This design comes from an exercise in tuning for small area on the open sky130 flow, not from production work. Only simulation tests tie the RTL to the original design; equivalence was not proved. Power figures rest on the tool's default switching activity, not on a simulated workload.

// Top
module Top(clk,rst_n,rx,seq_rdy,data_ack,decoded_msg);
input clk,rst_n;
input [1:0]rx;
input seq_rdy;
output wire data_ack;
output wire [15:0] decoded_msg;
wire [1:0] currentState;
wire inputBit;
wire frame_end;
wire phase7;
wire [2:0] hamming_dist;
control c1(
	.clk(clk),
	.rst_n(rst_n),
	.seq_rdy(seq_rdy),
	.data_ack(data_ack),
	.currentState(currentState),
	.inputBit(inputBit),
	.frame_end(frame_end),
	.phase7(phase7)
);
BMU b1(
	.rec_code(rx),
	.hamming_dist(hamming_dist),
	.currentState(currentState),
	.inputBit(inputBit)
);
PMU p1(
	.clk(clk),
	.rst_n(rst_n),
	.hamming_dist(hamming_dist),
	.currentState(currentState),
	.inputBit(inputBit),
	.frame_end(frame_end),
	.phase7(phase7),
	.decoded_msg(decoded_msg)
);
endmodule
clock: 5.0 ns
lec_check: 0
cap_margin: 20
core_margin: 2
core_utilization: 40
cts_buf_list: sky130_fd_sc_hd__clkbuf_4 sky130_fd_sc_hd__clkbuf_2
slew_margin: 20
run.sh (not shown) runs the stock make flow with config.mk's settings and CLKGATE_MAP_FILE= SYNTH_SCRIPT=/design/flow/synth_recipe.tcl, a recipe that flattens the netlist after the stock synthesis.
Change:
==> flow/flow/run.sh (new file) <==
#!/bin/bash
# The standard ORFS layout (the standard.sh, unchanged synthesis), with:
#  - clock tree from small clock buffers and no dummy balancing loads,
#  - the smallest buffer on every input and output port,
#  - power recovery after global routing, which downsizes cells on paths
#    with slack.
# ORFS writes each tool's log under orfs/logs; make's own output goes to
# flow_make.log.
set -euo pipefail
bash standard.sh \
  "CTS_ARGS=-sink_clustering_enable -repair_clock_nets -dont_use_dummy_load -buf_list {sky130_fd_sc_hd__clkbuf_4 sky130_fd_sc_hd__clkbuf_2}" \
  "BUFFER_PORTS_ARGS=-buffer_cell sky130_fd_sc_hd__buf_1" \
  RECOVER_POWER=100 \
  finish > flow_make.log 2>&1
==> flow/standard.sh (new file) <==
#!/bin/bash
# synth_recipe.tcl (not shown) runs the flow's synth.tcl, then flattens the netlist and writes it again
# the make line also repeats each setting of config.mk as NAME=value (left out here)
make -C /OpenROAD-flow-scripts/flow DESIGN_CONFIG=/design/flow/config.mk WORK_HOME=/design/flow/orfs CLKGATE_MAP_FILE= SYNTH_SCRIPT=/design/flow/synth_recipe.tcl "${@:-finish}"
--- a/flow/config.mk
+++ b/flow/config.mk
@@ -10,3 +10,2 @@
 export CORE_UTILIZATION = 40
-export CTS_BUF_LIST = sky130_fd_sc_hd__clkbuf_4 sky130_fd_sc_hd__clkbuf_2
 export SLEW_MARGIN = 20
removed: flow/run.sh
Result: This time the run finished with capacitance limit, slew limit left; core utilization is lower by 2.5 points; final cell count goes down by 1.7%; via count goes down by 0.72%.
Change:
==> flow/run.sh (new file) <==
#!/bin/bash
# synth_recipe.tcl (not shown) runs the flow's synth.tcl, then flattens the netlist and writes it again
# the make line also repeats each setting of config.mk as NAME=value (left out here)
make -C /OpenROAD-flow-scripts/flow DESIGN_CONFIG=/design/flow/config.mk WORK_HOME=/design/flow/orfs CLKGATE_MAP_FILE= SYNTH_SCRIPT=/design/flow/synth_recipe.tcl finish
removed: flow/flow/run.sh
removed: flow/standard.sh
Outcome: The changed run completed without violations; combinational power is about the same; worst hold slack barely changes; via count goes up slightly; final cell count goes up slightly.

## red
The RTL this note starts from:
==> flow/design.v <==
module control(clk,rst_n,seq_rdy,data_ack,currentState,inputBit,frame_end,phase7);
	input clk,rst_n;
	input seq_rdy;
	output data_ack;
	output reg [1:0] currentState;
	output inputBit;
	output reg frame_end;
	output phase7;
	reg [2:0] phase;
	assign inputBit  = ~phase[0];
	assign data_ack  = (phase == 3'd1);
	assign phase7    = (phase == 3'd7);
	always@(posedge clk or negedge rst_n)begin
		if(!rst_n)begin
			currentState <= 2'b11;
		end else if(seq_rdy && inputBit)begin
			currentState <= currentState + 2'd1;
		end
	end
	always@(posedge clk or negedge rst_n)begin
		if(!rst_n)begin
			phase <= 3'd0;
			frame_end <= 1'b0;
		end else begin
			phase <= phase + 3'd1;
			frame_end <= phase7;
		end
	end
endmodule
module BMU(currentState,inputBit,rec_code,hamming_dist);
input [1:0] rec_code;
input [1:0] currentState;
input inputBit;
output [2:0] hamming_dist;
wire [1:0] expec_code;
wire [1:0] Cn;
assign expec_code[1] = inputBit ^ currentState[0];
assign expec_code[0] = inputBit ^ currentState[0] ^ currentState[1];
assign Cn = rec_code ^ expec_code;
assign hamming_dist = {1'b0, Cn[1] & Cn[0], Cn[1] ^ Cn[0]};
endmodule
module PMU (
    input clk,
    input rst_n,
    input [2:0] hamming_dist,
    input [1:0] currentState,
    input inputBit,
    input frame_end,
    input phase7,
	output [15:0] decoded_msg
	);
reg [1:0] pm_n [0:3];
reg [1:0] nm_n [0:3];
wire [1:0] path_metrics [0:3];
wire [1:0] new_metrics [0:3];
assign path_metrics[0] = ~pm_n[0];
assign path_metrics[1] = ~pm_n[1];
assign path_metrics[2] = ~pm_n[2];
assign path_metrics[3] = ~pm_n[3];
assign new_metrics[0] = ~nm_n[0];
assign new_metrics[1] = ~nm_n[1];
assign new_metrics[2] = ~nm_n[2];
assign new_metrics[3] = ~nm_n[3];
wire [2:0] candidate_metric;
wire [1:0] nextState;
wire [51:0] survf;
wire [12:0] surv0 = survf[12:0], surv1 = survf[25:13], surv2 = survf[38:26], surv3 = survf[51:39];
reg [12:0] surv_rd;
reg [1:0] ptr [0:3];
reg [12:1] pend;
reg [3:0] bit_count;
reg [1:0] min_value;
reg [1:0] final_state;
reg [3:0] valid_count;
reg [12:0] dmsg;
wire clear;
reg pend_zero;
wire masked;
wire better;
wire [11:0] src;
integer i;
function [12:0] smask;
	input [1:0] k;
	begin
		smask = {11'h7ff, k[0], k[1]};
	end
endfunction
assign decoded_msg = {3'b000, dmsg};
assign nextState = {inputBit, currentState[1]};
assign candidate_metric = {1'b0, path_metrics[currentState]} + hamming_dist;
assign better = candidate_metric < {1'b0, new_metrics[nextState]};
assign clear = (bit_count == 4'd15);
assign masked = (bit_count == 4'd0);
wire [1:0] rd_sel = frame_end ? currentState : final_state;
always @(*) begin
	case (rd_sel)
		2'd0: surv_rd = surv0;
		2'd1: surv_rd = surv1;
		2'd2: surv_rd = surv2;
		default: surv_rd = surv3;
	endcase
end
assign src = surv_rd[11:0];
always @(posedge clk or negedge rst_n) begin
	if (!rst_n) begin
		pm_n[0] <= 2'd3;
		pm_n[1] <= 2'd0;
		pm_n[2] <= 2'd0;
		pm_n[3] <= 2'd0;
	end else if (frame_end) begin
		for (i = 0; i < 4; i = i + 1)
			pm_n[i] <= nm_n[i];
	end
end
always @(posedge clk or negedge rst_n) begin
	if (!rst_n) begin
		for (i = 0; i < 4; i = i + 1)
			nm_n[i] <= 2'd0;
	end else if (frame_end && valid_count < 12) begin
		for (i = 0; i < 4; i = i + 1)
			nm_n[i] <= 2'd0;
	end else if (better) begin
		nm_n[nextState] <= ~candidate_metric[1:0];
	end
end
wire [3:0] hold, sel_a, sel_b, sel_p;
genvar g;
generate
	for (g = 0; g < 4; g = g + 1) begin : res
		reg [12:0] q;
		wire mk = masked & (g >= 2);
		assign hold[g]  = ~frame_end | (ptr[g] == 2'd0);
		assign sel_a[g] = frame_end & (ptr[g] == 2'd1) & ~mk;
		assign sel_b[g] = frame_end & (ptr[g] == 2'd2) & ~mk;
		assign sel_p[g] = frame_end & (ptr[g] == 2'd3) & (g >= 2) & ~pend_zero;
		wire [12:0] sa = survf[(g % 2) * 26 +: 13];
		wire [12:0] sb = survf[(g % 2) * 26 + 13 +: 13];
		wire [12:0] nxt = ( ({13{hold[g]}} & q)
		                  | ({13{sel_a[g]}} & {sa[11:0], 1'b1})
		                  | ({13{sel_b[g]}} & {sb[11:0], 1'b1})
		                  | ({13{sel_p[g]}} & {pend, 1'b1})
		                  | {12'd0, ~hold[g] & (g >= 2)} ) & smask(g);
		always @(posedge clk or negedge rst_n) begin
			if (!rst_n)
				q <= 13'd0;
			else
				q <= nxt;
		end
		assign survf[g * 13 +: 13] = q;
	end
endgenerate
always @(posedge clk or negedge rst_n) begin
	if (!rst_n) begin
		for (i = 0; i < 4; i = i + 1)
			ptr[i] <= 2'd0;
	end else begin
		if (frame_end) begin
			for (i = 0; i < 4; i = i + 1)
				ptr[i] <= 2'd0;
		end
		if (better) begin
			if (frame_end)
				ptr[nextState] <= 2'd3;
			else if (masked && !nextState[1])
				ptr[nextState] <= 2'd3;
			else
				ptr[nextState] <= currentState[0] ? 2'd2 : 2'd1;
		end
	end
end
always @(posedge clk or negedge rst_n) begin
	if (!rst_n) begin
		pend <= 12'd0;
		pend_zero <= 1'b0;
	end else if (frame_end && better) begin
		pend <= src;
		pend_zero <= masked;
	end
end
always @(posedge clk or negedge rst_n) begin
	if (!rst_n) begin
		bit_count <= 4'd0;
	end else if (clear) begin
		bit_count <= 4'd0;
	end else if (frame_end) begin
		bit_count <= bit_count + 4'd1;
	end
end
always @(posedge clk or negedge rst_n) begin
	if (!rst_n) begin
		dmsg <= 13'd0;
	end else if (clear) begin
		dmsg <= surv_rd;
	end
end
always @(posedge clk or negedge rst_n) begin
	if (!rst_n) begin
		min_value <= 2'b0;
		final_state <= 2'b0;
	end else begin
		min_value <= new_metrics[0];
		if (new_metrics[1] < min_value) begin
			min_value <= new_metrics[1];
			final_state <= 2'd1;
		end else if (new_metrics[2] < min_value) begin
			min_value <= new_metrics[2];
			final_state <= 2'd2;
		end else if (new_metrics[3] < min_value) begin
			min_value <= new_metrics[3];
			final_state <= 2'd3;
		end
	end
end
always @(posedge clk or negedge rst_n) begin
	if (!rst_n) begin
		valid_count <= 4'd0;
	end else if (phase7) begin
		valid_count <= valid_count + 4'd1;
	end
end
endmodule
module Top(clk,rst_n,rx,seq_rdy,data_ack,decoded_msg);
input clk,rst_n;
input [1:0]rx;
input seq_rdy;
output wire data_ack;
output wire [15:0] decoded_msg;
wire [1:0] currentState;
wire inputBit;
wire frame_end;
wire phase7;
wire [2:0] hamming_dist;
control c1(
	.clk(clk),
	.rst_n(rst_n),
	.seq_rdy(seq_rdy),
	.data_ack(data_ack),
	.currentState(currentState),
	.inputBit(inputBit),
	.frame_end(frame_end),
	.phase7(phase7)
);
BMU b1(
	.rec_code(rx),
	.hamming_dist(hamming_dist),
	.currentState(currentState),
	.inputBit(inputBit)
);
PMU p1(
	.clk(clk),
	.rst_n(rst_n),
	.hamming_dist(hamming_dist),
	.currentState(currentState),
	.inputBit(inputBit),
	.frame_end(frame_end),
	.phase7(phase7),
	.decoded_msg(decoded_msg)
);
endmodule
export LEC_CHECK = 0
export CAP_MARGIN = 5
export CORE_MARGIN = 2
export CORE_UTILIZATION = 60
export SLEW_MARGIN = 5
create_clock -name core_clock -period 5.0 [get_ports {clk}]
standard.sh (not shown) runs the stock make flow with config.mk's settings and CLKGATE_MAP_FILE= SYNTH_SCRIPT=/design/flow/synth_recipe.tcl, a recipe that flattens the netlist after the stock synthesis.
==> flow/flow/run.sh <==
#!/bin/bash
# The standard ORFS layout (the standard.sh, with its unchanged synthesis),
# except that:
#  - the clock tree is built from small clock buffers, without dummy
#    balancing loads;
#  - every input and output port gets the smallest buffer (buf_1);
#  - after global routing, power recovery downsizes cells on paths with
#    slack, and flow/post_grt.tcl then repairs slew and capacitance again.
# ORFS writes each tool's log under orfs/logs; make's own output goes to
# flow_make.log.
set -euo pipefail
bash standard.sh \
  "CTS_ARGS=-sink_clustering_enable -repair_clock_nets -dont_use_dummy_load -buf_list {sky130_fd_sc_hd__clkbuf_4 sky130_fd_sc_hd__clkbuf_2}" \
  "BUFFER_PORTS_ARGS=-buffer_cell sky130_fd_sc_hd__buf_1" \
  RECOVER_POWER=100 \
  "POST_GLOBAL_ROUTE_TCL=$(pwd)/flow/post_grt.tcl" \
  finish > flow_make.log 2>&1
==> flow/flow/post_grt.tcl <==
# Runs after global routing and power recovery (which downsizes cells on paths
# with slack): repair max slew and capacitance again, since power recovery
# does not keep them, then re-legalise, re-route the changed nets and rewrite
# the route guides for the detailed router.
log_cmd global_route -start_incremental
repair_design_helper
log_cmd detailed_placement
log_cmd global_route -end_incremental
log_cmd estimate_parasitics -global_routing
write_guides $::env(RESULTS_DIR)/route.guide
red ran to completion and came out clean on the timing, DRC and antenna checks.
> inputs changed (red -> blue)
- CAP_MARGIN: 5 -> 20
- SLEW_MARGIN: 5 -> 20
==> flow/flow/run.sh <==
#!/bin/bash
# The standard ORFS layout (the standard.sh, with its unchanged synthesis),
# except that:
#  - the clock tree is built from small clock buffers, without dummy
#    balancing loads;
#  - every input and output port gets the smallest buffer (buf_1).
# ORFS writes each tool's log under orfs/logs; make's own output goes to
# flow_make.log.
set -euo pipefail
bash standard.sh \
  "CTS_ARGS=-sink_clustering_enable -repair_clock_nets -dont_use_dummy_load -sink_clustering_size 20 -sink_clustering_max_diameter 80 -buf_list {sky130_fd_sc_hd__clkbuf_4 sky130_fd_sc_hd__clkbuf_2}" \
  "BUFFER_PORTS_ARGS=-buffer_cell sky130_fd_sc_hd__buf_1" \
  finish > flow_make.log 2>&1
removed: flow/flow/post_grt.tcl
--- outcome ---
blue | stages: all done | timing, DRC, antenna: all pass. The final worst-path setup slack of blue exceeds that of red by 0.17 ns. Taking red as the reference, in blue wire length per cell after detailed routing up 0.57%; via count went down 0.34%. blue against red: met1 layer wirelength in the final routing +40 um; share of the cycle needed by the critical path after routing saw a decrease; time the worst path needs with I/O delays and setup moved down; number of enable-type register cells in the synthesized netlist comparable.
Changes in green relative to blue:
- GPL_TIMING_DRIVEN: unset -> 0
==> flow/flow/run.sh <==
#!/bin/bash
# The standard ORFS layout (the standard.sh, with its unchanged synthesis),
# except that:
#  - the clock tree is built from small clock buffers, without dummy
#    balancing loads;
#  - every input and output port gets the smallest buffer (buf_1);
#  - after global routing, power recovery downsizes cells on paths with
#    slack, and flow/post_grt.tcl then repairs slew and capacitance again.
# ORFS writes each tool's log under orfs/logs; make's own output goes to
# flow_make.log.
set -euo pipefail
bash standard.sh \
  "CTS_ARGS=-sink_clustering_enable -repair_clock_nets -dont_use_dummy_load -buf_list {sky130_fd_sc_hd__clkbuf_4 sky130_fd_sc_hd__clkbuf_2}" \
  "BUFFER_PORTS_ARGS=-buffer_cell sky130_fd_sc_hd__buf_1" \
  RECOVER_POWER=100 \
  "POST_GLOBAL_ROUTE_TCL=$(pwd)/flow/post_grt.tcl" \
  finish > flow_make.log 2>&1
==> flow/flow/post_grt.tcl (new file) <==
# Runs after global routing and power recovery (which downsizes cells on paths
# with slack): repair max slew and capacitance again, since power recovery
# does not keep them, then re-legalise, re-route the changed nets and rewrite
# the route guides for the detailed router.
log_cmd global_route -start_incremental
repair_design_helper
log_cmd detailed_placement
log_cmd global_route -end_incremental
log_cmd estimate_parasitics -global_routing
write_guides $::env(RESULTS_DIR)/route.guide
--- outcome ---
Clock insertion delay at the later pin of the skew report: blue vs green — no meaningful difference
Looking at fraction of power consumed by combinational cells, green sits above blue.
Achievable frequency went down by a little under 10% going from blue to green.
Lower global-route usage over all layers was reported by blue, not green.
Looking at met1 global-route usage across green and blue, the one that comes out higher is green.
Between blue and green, clock-pin transition on the worst setup and hold timing paths increased.
Changes in orange relative to green:
- GPL_TIMING_DRIVEN removed (was 0)
- CORE_UTILIZATION changed from 60 to 40
--- a/flow/flow/run.sh
+++ b/flow/flow/run.sh
@@ -5,5 +5,3 @@
 #    balancing loads;
-#  - every input and output port gets the smallest buffer (buf_1);
-#  - after global routing, power recovery downsizes cells on paths with
-#    slack, and flow/post_grt.tcl then repairs slew and capacitance again.
+#  - every input and output port gets the smallest buffer (buf_1).
 # ORFS writes each tool's log under orfs/logs; make's own output goes to
@@ -14,4 +12,2 @@
   "BUFFER_PORTS_ARGS=-buffer_cell sky130_fd_sc_hd__buf_1" \
-  RECOVER_POWER=100 \
-  "POST_GLOBAL_ROUTE_TCL=$(pwd)/flow/post_grt.tcl" \
   finish > flow_make.log 2>&1
removed: flow/flow/post_grt.tcl
- In orange relative to green, number of cells after detailed placement had gone up by a little under 10%.
- In orange, global-route wire length before repair is lower than in green.
- In orange relative to green, final net count had gone down by a few percent.
- On routed wire length: orange sits below green.
- orange: final cell count without fillers is 49 higher than what green reported.
- Compared with green, orange shows maximum clock frequency higher by about 10%.
- The more densely filled core belongs to green, not orange.
- Diff green -> orange: final instance area climbed 31 um2; register fraction of the total cell area dropped 0.25 points.

## re-timing with driven ports
The results above use ideal ports. As a check the final layouts listed here were re-extracted and re-timed, cells and wires unchanged. Step 1, drivers: a clkbuf_16 drives clk and a buf_2 each remaining input, both assumed. Step 2 moves the port delays by t, midway between the first and last clock arrival at a register: inputs arrive t later, outputs are due t later. That takes back most of the time a late clock gives input paths. Three values: no drivers, after step 1, after step 2; two values: the first two.
| run | shift t [ns] | setup slack, ns | worst setup path at the end | worst data-port slew with drivers (ns) | cell pins on the clock port's net |
|---|---|---|---|---|---|
| the first run of note 1 | 0.577 | 0.659 / 0.659 / 0.571 | input to register | 0.03 | 1 |
| the second run of note 1 | 0.545 | 0.695 / 0.695 / 0.564 | input, reset recovery | 0.04 | 1 |
| the third run of note 1 | 0.449 | 0.620 / 0.620 / 0.565 | input to register | 0.03 | 1 |
| red | 0.522 | 0.766 / 0.766 / 0.546 | input to register | 0.03 | 1 |
| blue | 0.519 | 0.935 / 0.935 / 0.721 | input to register | 0.03 | 1 |
| green | 0.531 | 0.512 / 0.512 / 0.406 | input to register | 0.03 | 1 |
| orange | 0.536 | 0.909 / 0.909 / 0.769 | input to register | 0.03 | 1 |
The setup slack of red, which loses most, moves by 0.000 ns with the drivers and by -0.220 ns with both steps. Setup slack includes reset recovery checks.
